From an optimization exercise on the open Yosys and OpenROAD flow, aimed at small area, a short achievable clock period and few clock cycles; shortcuts taken in it are not production practice. At most, simulation tests tie the RTL to the original design; equivalence was not proved. Power and IR drop assume default switching activity.

==> run a <==
==> flow/design.v <==
module pfx_add #(parameter W = 16) (input [W-1:0] a, input [W-1:0] b, output [W-1:0] s);
  reg [W-1:0] g, p;
  integer l, i, k;
  always @* begin
    g = a & b;
    p = a ^ b;
    for (l = 1; l < W; l = l * 2)
      for (i = 0; i < W; i = i + 1)
        if (i & l) begin
          k = (i & ~(l - 1)) - 1;
          g[i] = g[i] | (p[i] & g[k]);
          p[i] = p[i] & p[k];
        end
  end
  assign s = (a ^ b) ^ {g[W-2:0], 1'b0};
endmodule
module potato_cpu(input clk, input rst_n, input [7:0] start_pc,
      input [15:0] mem_rdata,
      output [7:0] mem_addr, output mem_we, output [15:0] mem_wdata,
      output halted, output [15:0] out);
  reg [15:0] R [0:7];    
  reg [15:0] ir;         
  reg [2:0]  rb;         
  reg        iv;         
  reg        fv;         
  reg [7:0]  nf;         
  reg [7:0]  lf;         
  reg        rf;         
  reg        ldp;        
  reg [2:0]  ldr;        
  reg [7:0]  ea;         
  reg        eok;        
  reg [15:0] outr;       
  wire is_halt  = ir[15] & ir[14] & ir[13];           
  wire is_ldr   = ~ir[15];                            
  wire is_str   = ir[15] & ~ir[14] & ~ir[13];         
  wire is_mem   = ~ir[15] | (~ir[14] & ~ir[13]);
  wire is_alu   = ir[15] & ~ir[14] & ir[13];          
  wire is_mov   = ir[15] & ir[14] & ~ir[13];          
  wire is_movim = is_mov & ir[12];
  wire is_cmp   = is_alu & ~ir[12] & ir[11];
  wire halt    = iv & is_halt;
  wire ready   = iv & ~ldp;
  wire stall   = ready & is_mem & ~eok;
  wire exec    = ready & ~stall;
  wire use_ea  = exec & is_mem;
  wire load_ir = ~ldp & ~halt & ~stall;
  wire [15:0] a = R[ir[10:8]];
  wire [15:0] b = R[rb];
  reg  [15:0] bs;
  always @* begin
    case (ir[4:3] & {2{~is_mem}})
      2'b00: bs = b;
      2'b01: bs = {b[14:0], 1'b0};
      2'b10: bs = {1'b0, b[15:1]};
      default: bs = {b[15], b[15:1]};
    endcase
  end
  wire [15:0] sximm5 = {{11{ir[4]}}, ir[4:0]};
  wire [15:0] sximm8 = {{8{ir[7]}}, ir[7:0]};
  wire [15:0] sum;
  pfx_add #(16) add16(.a(a), .b(is_ldr ? sximm5 : bs), .s(sum));
  reg [15:0] res;
  always @* begin
    if (is_ldr) res = sum;
    else if (~ir[13] | is_str) res = bs;    
    else case (ir[12:11])
      2'b00: res = sum;                     
      2'b10: res = a & bs;                  
      default: res = ~bs;                   
    endcase
  end
  wire        wr_ex = exec & ((is_alu & ~is_cmp) | is_mov);
  wire        wen   = ldp | wr_ex;
  wire [2:0]  wa    = ldp ? ldr : (is_movim ? ir[10:8] : ir[7:5]);
  wire [15:0] wd    = ldp ? mem_rdata : (is_movim ? sximm8 : res);
  always @(posedge clk) if (wen) R[wa] <= wd;
  wire out_en = exec & ((is_alu & ~is_cmp) | (is_mov & ~ir[12]) | is_mem);
  always @(posedge clk) if (out_en) outr <= res;
  wire [15:0] nir = load_ir ? mem_rdata : ir;
  wire [15:0] c   = R[nir[10:8]];
  wire [7:0]  ea_n;
  pfx_add #(8) add8(.a(c[7:0]), .b({{3{nir[4]}}, nir[4:0]}), .s(ea_n));
  wire hazard  = use_ea & is_str & fv & (ea == lf);
  wire refetch = rf | (stall & fv);
  assign mem_addr  = ~rst_n ? start_pc : (use_ea ? ea : (refetch ? lf : nf));
  assign mem_we    = use_ea & is_str;
  assign mem_wdata = b;
  always @(posedge clk) begin
    if (~rst_n) begin
      nf  <= start_pc + 8'd1;
      lf  <= start_pc;
      rf  <= 1'b0;
      fv  <= 1'b1;
      iv  <= 1'b0;
      ldp <= 1'b0;
    end else begin
      if (~use_ea & ~refetch) begin
        lf <= nf;
        nf <= nf + 8'd1;
      end
      rf  <= hazard;
      fv  <= ~use_ea;
      ldp <= use_ea & is_ldr;
      if (load_ir) iv <= fv & ~hazard;
    end
    ldr <= ir[7:5];
    if (load_ir) begin
      ir <= mem_rdata;
      rb <= (mem_rdata[15:13] == 3'b100) ? mem_rdata[7:5] : mem_rdata[2:0];
    end
    ea  <= ea_n;
    eok <= ~(wen & (wa == nir[10:8]));
  end
  assign halted = halt;
  assign out = outr;
endmodule
==> flow/run.sh <==
#!/bin/bash
# synth_recipe.tcl (not shown) runs the flow's synth.tcl, then flattens the netlist and writes it again
# the make line also repeats each setting of config.mk as NAME=value (left out here)
make -C /OpenROAD-flow-scripts/flow DESIGN_CONFIG=/design/flow/config.mk WORK_HOME=/design/flow/orfs CLKGATE_MAP_FILE= SYNTH_SCRIPT=/design/flow/synth_recipe.tcl finish
==> flow/config.mk <==
export PLATFORM = sky130hd
export DESIGN_NAME = potato_cpu
export DESIGN_NICKNAME = potato_cpu
export VERILOG_FILES = /design/flow/design.v
export SDC_FILE = /design/flow/constraint.sdc
export NUM_CORES = 4
export LEC_CHECK = 0
export CAP_MARGIN = 20
export CORE_MARGIN = 2
export CORE_UTILIZATION = 55
export SETUP_SLACK_MARGIN = 2.5
export SLEW_MARGIN = 20
==> flow/constraint.sdc <==
create_clock -name core_clock -period 5.5 [get_ports {clk}]
set_input_delay 1.1000 -clock core_clock [delete_from_list [all_inputs] [get_ports {clk}]]
set_output_delay 1.1000 -clock core_clock [all_outputs]
set_load 0.01 [all_outputs]
==> inputs of run b, as changes to run a <==
==> flow/design.v (replaced) <==
module pfx_add #(parameter W = 16) (input [W-1:0] a, input [W-1:0] b, output [W-1:0] s);
  reg [W-1:0] g, p;
  integer l, i, k;
  always @* begin
    g = a & b;
    p = a ^ b;
    for (l = 1; l < W; l = l * 2)
      for (i = 0; i < W; i = i + 1)
        if (i & l) begin
          k = (i & ~(l - 1)) - 1;
          g[i] = g[i] | (p[i] & g[k]);
          p[i] = p[i] & p[k];
        end
  end
  assign s = (a ^ b) ^ {g[W-2:0], 1'b0};
endmodule
module potato_cpu(input clk, input rst_n, input [7:0] start_pc,
      input [15:0] mem_rdata,
      output [7:0] mem_addr, output mem_we, output [15:0] mem_wdata,
      output halted, output [15:0] out);
  reg [127:0] R;         
  reg [15:0] ir;         
  reg        im;         
  reg [15:0] opa;        
  reg [15:0] opb;        
  reg [7:0]  ea;         
  reg        eok;        
  reg        iv;         
  reg        fv;         
  reg [7:0]  nf;         
  reg [7:0]  lf;         
  reg        rf;         
  reg        ldp;        
  reg [2:0]  ldr;        
  reg [15:0] outr;       
  wire is_halt  = ir[15] & ir[14] & ir[13];           
  wire is_ldr   = ~ir[15];                            
  wire is_str   = ir[15] & ~ir[14] & ~ir[13];         
  wire is_alu   = ir[15] & ~ir[14] & ir[13];          
  wire is_mov   = ir[15] & ir[14] & ~ir[13];          
  wire is_movim = is_mov & ir[12];
  wire is_cmp   = is_alu & ~ir[12] & ir[11];
  wire is_add   = is_alu & ~ir[12] & ~ir[11];
  wire is_and   = is_alu & ir[12] & ~ir[11];
  wire is_mvn   = is_alu & ir[12] & ir[11];
  wire halt    = iv & is_halt;
  wire ready   = iv & ~ldp;
  wire stall   = ready & im & ~eok;
  wire exec    = ready & ~stall;
  wire use_ea  = ready & im & eok;
  wire load_ir = ~ldp & ~halt & ~stall;
  wire [15:0] sum;
  pfx_add #(16) add16(.a(opa), .b(opb), .s(sum));
  wire [15:0] lres = is_and ? (opa & opb) : (is_mvn ? ~opb : opb);
  wire        rsum = is_add | is_ldr;                 
  wire [15:0] res  = rsum ? sum : lres;
  wire        wr_alu = exec & ((is_alu & ~is_cmp) | (is_mov & ~ir[12]));
  wire        wr_erl = ldp | (exec & is_movim);       
  wire        wen    = wr_alu | wr_erl;
  wire [2:0]  wa     = ldp ? ldr : (is_movim ? ir[10:8] : ir[7:5]);
  wire [15:0] wde    = ldp ? mem_rdata : {{8{ir[7]}}, ir[7:0]};
  wire        wsum   = wr_alu & is_add;               
  wire [15:0] wdo    = wr_alu ? lres : wde;           
  wire [15:0] wd     = wsum ? sum : wdo;
  genvar gi;
  generate for (gi = 0; gi < 8; gi = gi + 1) begin : rfw
    always @(posedge clk) if (wen && wa == gi) R[16*gi +: 16] <= wd;
  end endgenerate
  wire out_en = exec & ((is_alu & ~is_cmp) | (is_mov & ~ir[12]) | im);
  always @(posedge clk) if (out_en) outr <= res;
  wire [15:0] d   = mem_rdata;
  wire        d_ldr = ~d[15];
  wire        d_str = d[15] & ~d[14] & ~d[13];
  wire        d_sh  = d[15] & (d[14] ^ d[13]);        
  wire [2:0]  nra = d[10:8];
  wire [2:0]  nrb = d_str ? d[7:5] : d[2:0];
  reg  [15:0] ra, rb;
  always @* begin
    case (nra)
      3'd0: ra = R[15:0];     3'd1: ra = R[31:16];
      3'd2: ra = R[47:32];    3'd3: ra = R[63:48];
      3'd4: ra = R[79:64];    3'd5: ra = R[95:80];
      3'd6: ra = R[111:96];   default: ra = R[127:112];
    endcase
    case (nrb)
      3'd0: rb = R[15:0];     3'd1: rb = R[31:16];
      3'd2: rb = R[47:32];    3'd3: rb = R[63:48];
      3'd4: rb = R[79:64];    3'd5: rb = R[95:80];
      3'd6: rb = R[111:96];   default: rb = R[127:112];
    endcase
  end
  wire fwa = wen & (wa == nra);
  wire fwb = wen & (wa == nrb);
  wire [2:0]  irb  = is_str ? ir[7:5] : ir[2:0];
  wire        kla  = ldp & (ldr == ir[10:8]);
  wire        klb  = ldp & (ldr == irb) & ~is_ldr;
  wire [1:0]  amt  = load_ir ? (d[4:3] & {2{d_sh}}) : (ir[4:3] & {2{is_mov | is_alu}});
  wire        s_n  = amt == 2'b00;
  wire        s_l  = amt == 2'b01;
  wire        s_r  = amt[1];
  wire        s_a  = amt[0];
  function [15:0] shf(input [15:0] x, input n, input l, input r, input ar);
    shf = ({16{n}} & x) | ({16{l}} & {x[14:0], 1'b0}) | ({16{r}} & {ar & x[15], x[15:1]});
  endfunction
  wire        bsum = load_ir & fwb & wsum & ~d_ldr;   
  wire [15:0] bx   = load_ir ? (fwb ? wdo : rb) : d;
  wire [15:0] opb_o = (load_ir & d_ldr) ? {{11{d[4]}}, d[4:0]} :
                      (load_ir | klb) ? shf(bx, s_n, s_l, s_r, s_a) : opb;
  wire [15:0] opb_n = bsum ? shf(sum, s_n, s_l, s_r, s_a) : opb_o;
  wire        asum = load_ir & fwa & wsum;
  wire [15:0] ka   = kla ? d : opa;
  wire [15:0] opa_o = load_ir ? (fwa ? wdo : ra) : ka;
  wire [15:0] opa_n = asum ? sum : opa_o;
  wire [7:0]  eab = (wr_erl & (wa == nra)) ? wde[7:0] : ra[7:0];
  wire [7:0]  ea_l, ea_k;
  pfx_add #(8) add8l(.a(eab), .b({{3{d[4]}}, d[4:0]}), .s(ea_l));
  pfx_add #(8) add8k(.a(ka[7:0]), .b({{3{ir[4]}}, ir[4:0]}), .s(ea_k));
  wire hazard  = use_ea & is_str & fv & (ea == lf);
  wire refetch = rf | (stall & fv);
  assign mem_addr  = ~rst_n ? start_pc : (use_ea ? ea : (refetch ? lf : nf));
  assign mem_we    = use_ea & is_str;
  assign mem_wdata = opb;
  always @(posedge clk) begin
    if (~rst_n) begin
      nf  <= start_pc + 8'd1;
      lf  <= start_pc;
      rf  <= 1'b0;
      fv  <= 1'b1;
      iv  <= 1'b0;
      ldp <= 1'b0;
    end else begin
      if (~use_ea & ~refetch) begin
        lf <= nf;
        nf <= nf + 8'd1;
      end
      rf  <= hazard;
      fv  <= ~use_ea;
      ldp <= use_ea & is_ldr;
      if (load_ir) iv <= fv & ~hazard;
    end
    ldr <= ir[7:5];
    if (load_ir) begin
      ir <= d;
      im <= d_ldr | d_str;
    end
    opa <= opa_n;
    opb <= opb_n;
    ea  <= load_ir ? ea_l : ea_k;
    eok <= ~(load_ir & wr_alu & (wa == nra));
  end
  assign halted = halt;
  assign out = outr;
endmodule
Settings changed: SETUP_SLACK_MARGIN 2.5 to 2.2.
==> inputs of run c, as changes to run a <==
==> flow/design.v (replaced) <==
module potato_cpu(input clk, input rst_n, input [7:0] start_pc,
      input [15:0] mem_rdata,
      output [7:0] mem_addr, output mem_we, output [15:0] mem_wdata,
      output halted, output [15:0] out);
  reg [15:0] R [0:7];    
  reg [15:0] ir;         
  reg        iv;         
  reg        fv;         
  reg [7:0]  pc;         
  reg        rf;         
  reg        ldp;        
  reg [2:0]  ldr;        
  reg [15:0] outr;       
  wire is_halt  = ir[15] & ir[14] & ir[13];           
  wire is_ldr   = ~ir[15];                            
  wire is_str   = ir[15] & ~ir[14] & ~ir[13];         
  wire is_alu   = ir[15] & ~ir[14] & ir[13];          
  wire is_mov   = ir[15] & ir[14] & ~ir[13];          
  wire is_movim = is_mov & ir[12];
  wire is_cmp   = is_alu & ~ir[12] & ir[11];
  wire halt  = iv & is_halt;
  wire exec  = iv & ~ldp;
  wire memop = exec & (is_ldr | is_str);
  wire [15:0] a  = R[ir[10:8]];
  wire [15:0] b  = R[is_str ? ir[7:5] : ir[2:0]];
  reg  [15:0] bs;
  always @* begin
    case (ir[4:3])
      2'b00: bs = b;
      2'b01: bs = {b[14:0], 1'b0};
      2'b10: bs = {1'b0, b[15:1]};
      default: bs = {b[15], b[15:1]};
    endcase
  end
  wire [15:0] sximm5 = {{11{ir[4]}}, ir[4:0]};
  wire [15:0] sximm8 = {{8{ir[7]}}, ir[7:0]};
  wire [15:0] sum = a + (is_ldr ? sximm5 : bs);
  wire [7:0]  ea  = a[7:0] + sximm5[7:0];
  reg [15:0] res;
  always @* begin
    if (is_ldr) res = sum;
    else if (is_str) res = b;
    else if (~ir[13]) res = bs;             
    else case (ir[12:11])
      2'b00: res = sum;                     
      2'b10: res = a & bs;                  
      default: res = ~bs;                   
    endcase
  end
  wire        wr_ex = exec & ((is_alu & ~is_cmp) | is_mov);
  wire        wen   = ldp | wr_ex;
  wire [2:0]  wa    = ldp ? ldr : (is_movim ? ir[10:8] : ir[7:5]);
  wire [15:0] wd    = ldp ? mem_rdata : (is_movim ? sximm8 : res);
  always @(posedge clk) if (wen) R[wa] <= wd;
  wire out_en = exec & ((is_alu & ~is_cmp) | (is_mov & ~ir[12]) | is_ldr | is_str);
  always @(posedge clk) if (out_en) outr <= res;
  wire [7:0] fa = pc + {7'd0, ~rf};
  assign mem_addr  = ~rst_n ? start_pc : (memop ? ea : fa);
  assign mem_we    = exec & is_str;
  assign mem_wdata = b;
  wire hazard = exec & is_str & fv & (ea == pc);
  always @(posedge clk) begin
    if (~rst_n) begin
      pc  <= start_pc;
      rf  <= 1'b0;
      fv  <= 1'b1;
      iv  <= 1'b0;
      ldp <= 1'b0;
    end else begin
      if (~memop) begin
        pc <= fa;
        rf <= 1'b0;
      end else if (hazard) begin
        rf <= 1'b1;
      end
      fv  <= ~memop;
      ldp <= exec & is_ldr;
      if (~ldp & ~halt) iv <= fv & ~hazard;
    end
    ldr <= ir[7:5];
    if (~ldp & ~halt) ir <= mem_rdata;
  end
  assign halted = halt;
  assign out = outr;
endmodule
Settings changed: CORE_UTILIZATION 55 to 40, SETUP_SLACK_MARGIN 2.5 to unset.
==> inputs of run d, as changes to run a <==
Settings changed: CORE_UTILIZATION 55 to 40, SETUP_SLACK_MARGIN 2.5 to 1.5.
==> results.txt <==
quantity                                                         run d                     run c                      run b                    run a
Run status                            no timing/DRC/antenna violations  no timing/DRC/antenna violations  no timing/DRC/antenna violations  no timing/DRC/antenna violations
Largest Pwr Group                                  combinational logic       combinational logic                  registers      combinational logic
Starting Density                                                 40.5%                     40.4%                      55.7%                    55.8%
Total area of multi-input combinational cells                 5580 um2                  5430 um2                   8310 um2                 5990 um2
Number of sinks handled by clock tree synthesis                    198                       178                        225                      198
CTS H-Tree Depth                                                     4                         4                          1                        4
Critical path's largest stage delay                             570 ps                    440 ps                     420 ps                   530 ps
Aggregate global-route resource usage                            21.1%                     22.7%                      35.6%                    31.4%
Power drawn by the combinational cells                         2060 uW                   1870 uW                    2080 uW                  2480 uW
Die extent in x                                                 172 um                    168 um                     166 um                   147 um
Syn_nets                                                           881                       945                      1,492                      881
Setup repair bufs after CTS                                         49                         1                         50                      127
Clock buffer count                                                  17                        17                         26                       17
Number of synthesized flops with an enable pin                     171                       168                        201                      171
Last element of the critical path                              R[6][8]                  R[7][15]                      ea[7]                 R[4][13]
Slowest CP cell                                  sky130_fd_sc_hd__fa_2  sky130_fd_sc_hd__a221o_2  sky130_fd_sc_hd__edfxtp_1  sky130_fd_sc_hd__mux4_2
Power, Total                                                   5390 uW                   4910 uW                    5950 uW                  5770 uW
Num rows                                                            61                        60                         59                       52
Wire length on met3                                            2210 um                   2190 um                    5160 um                  3010 um
Min-Delay Endpoint                                              ldr[0]                        rf                     ldr[2]                   ldr[2]
Post-Synthesis Cells                                               827                       889                      1,427                      827
CP Data Required Time                                          5710 ps                   5660 ps                    5910 ps                  5660 ps
Post-synthesis mux area share                                    24.4%                     20.1%                      10.1%                    24.4%
Testbench counts of run c, summed over its fixed seeds: cycles 17,718.
Function not checked in run a, run b and run d: the RTL went through the layout flow alone.

afterwards: timing with drivers on the ports:
No port has a modelled driver above. Below, the same layouts with a new extraction and two added sets of constraints. Step 1 assumes that a clkbuf_16 drives the clock port and a buf_2 every other input. Step 2 times the ports against the registers' clock, not the clock port: input delays grow and output delays shrink by t, the midpoint of the rising clock arrivals with the driver on. Slacks: ideal ports / drivers / drivers and shift; pairs: ideal ports / drivers.
run | t, ns | slack for setup (ns) | worst setup path after step 2 | pins driven straight from the clock port
run a | 0.492 | 1.076 / 1.076 / 1.076 | register to register | 1
run b | 0.573 | 1.623 / 1.623 / 1.150 | input to register | 1
run c | 0.482 | 0.096 / 0.096 / 0.096 | register to register | 1
run d | 0.492 | 1.274 / 1.274 / 1.173 | input to register | 1
After both steps setup and hold are still met in every run listed. For run b, which loses most, drivers alone change the setup slack by 0.000 ns; drivers and shift together by -0.473 ns.
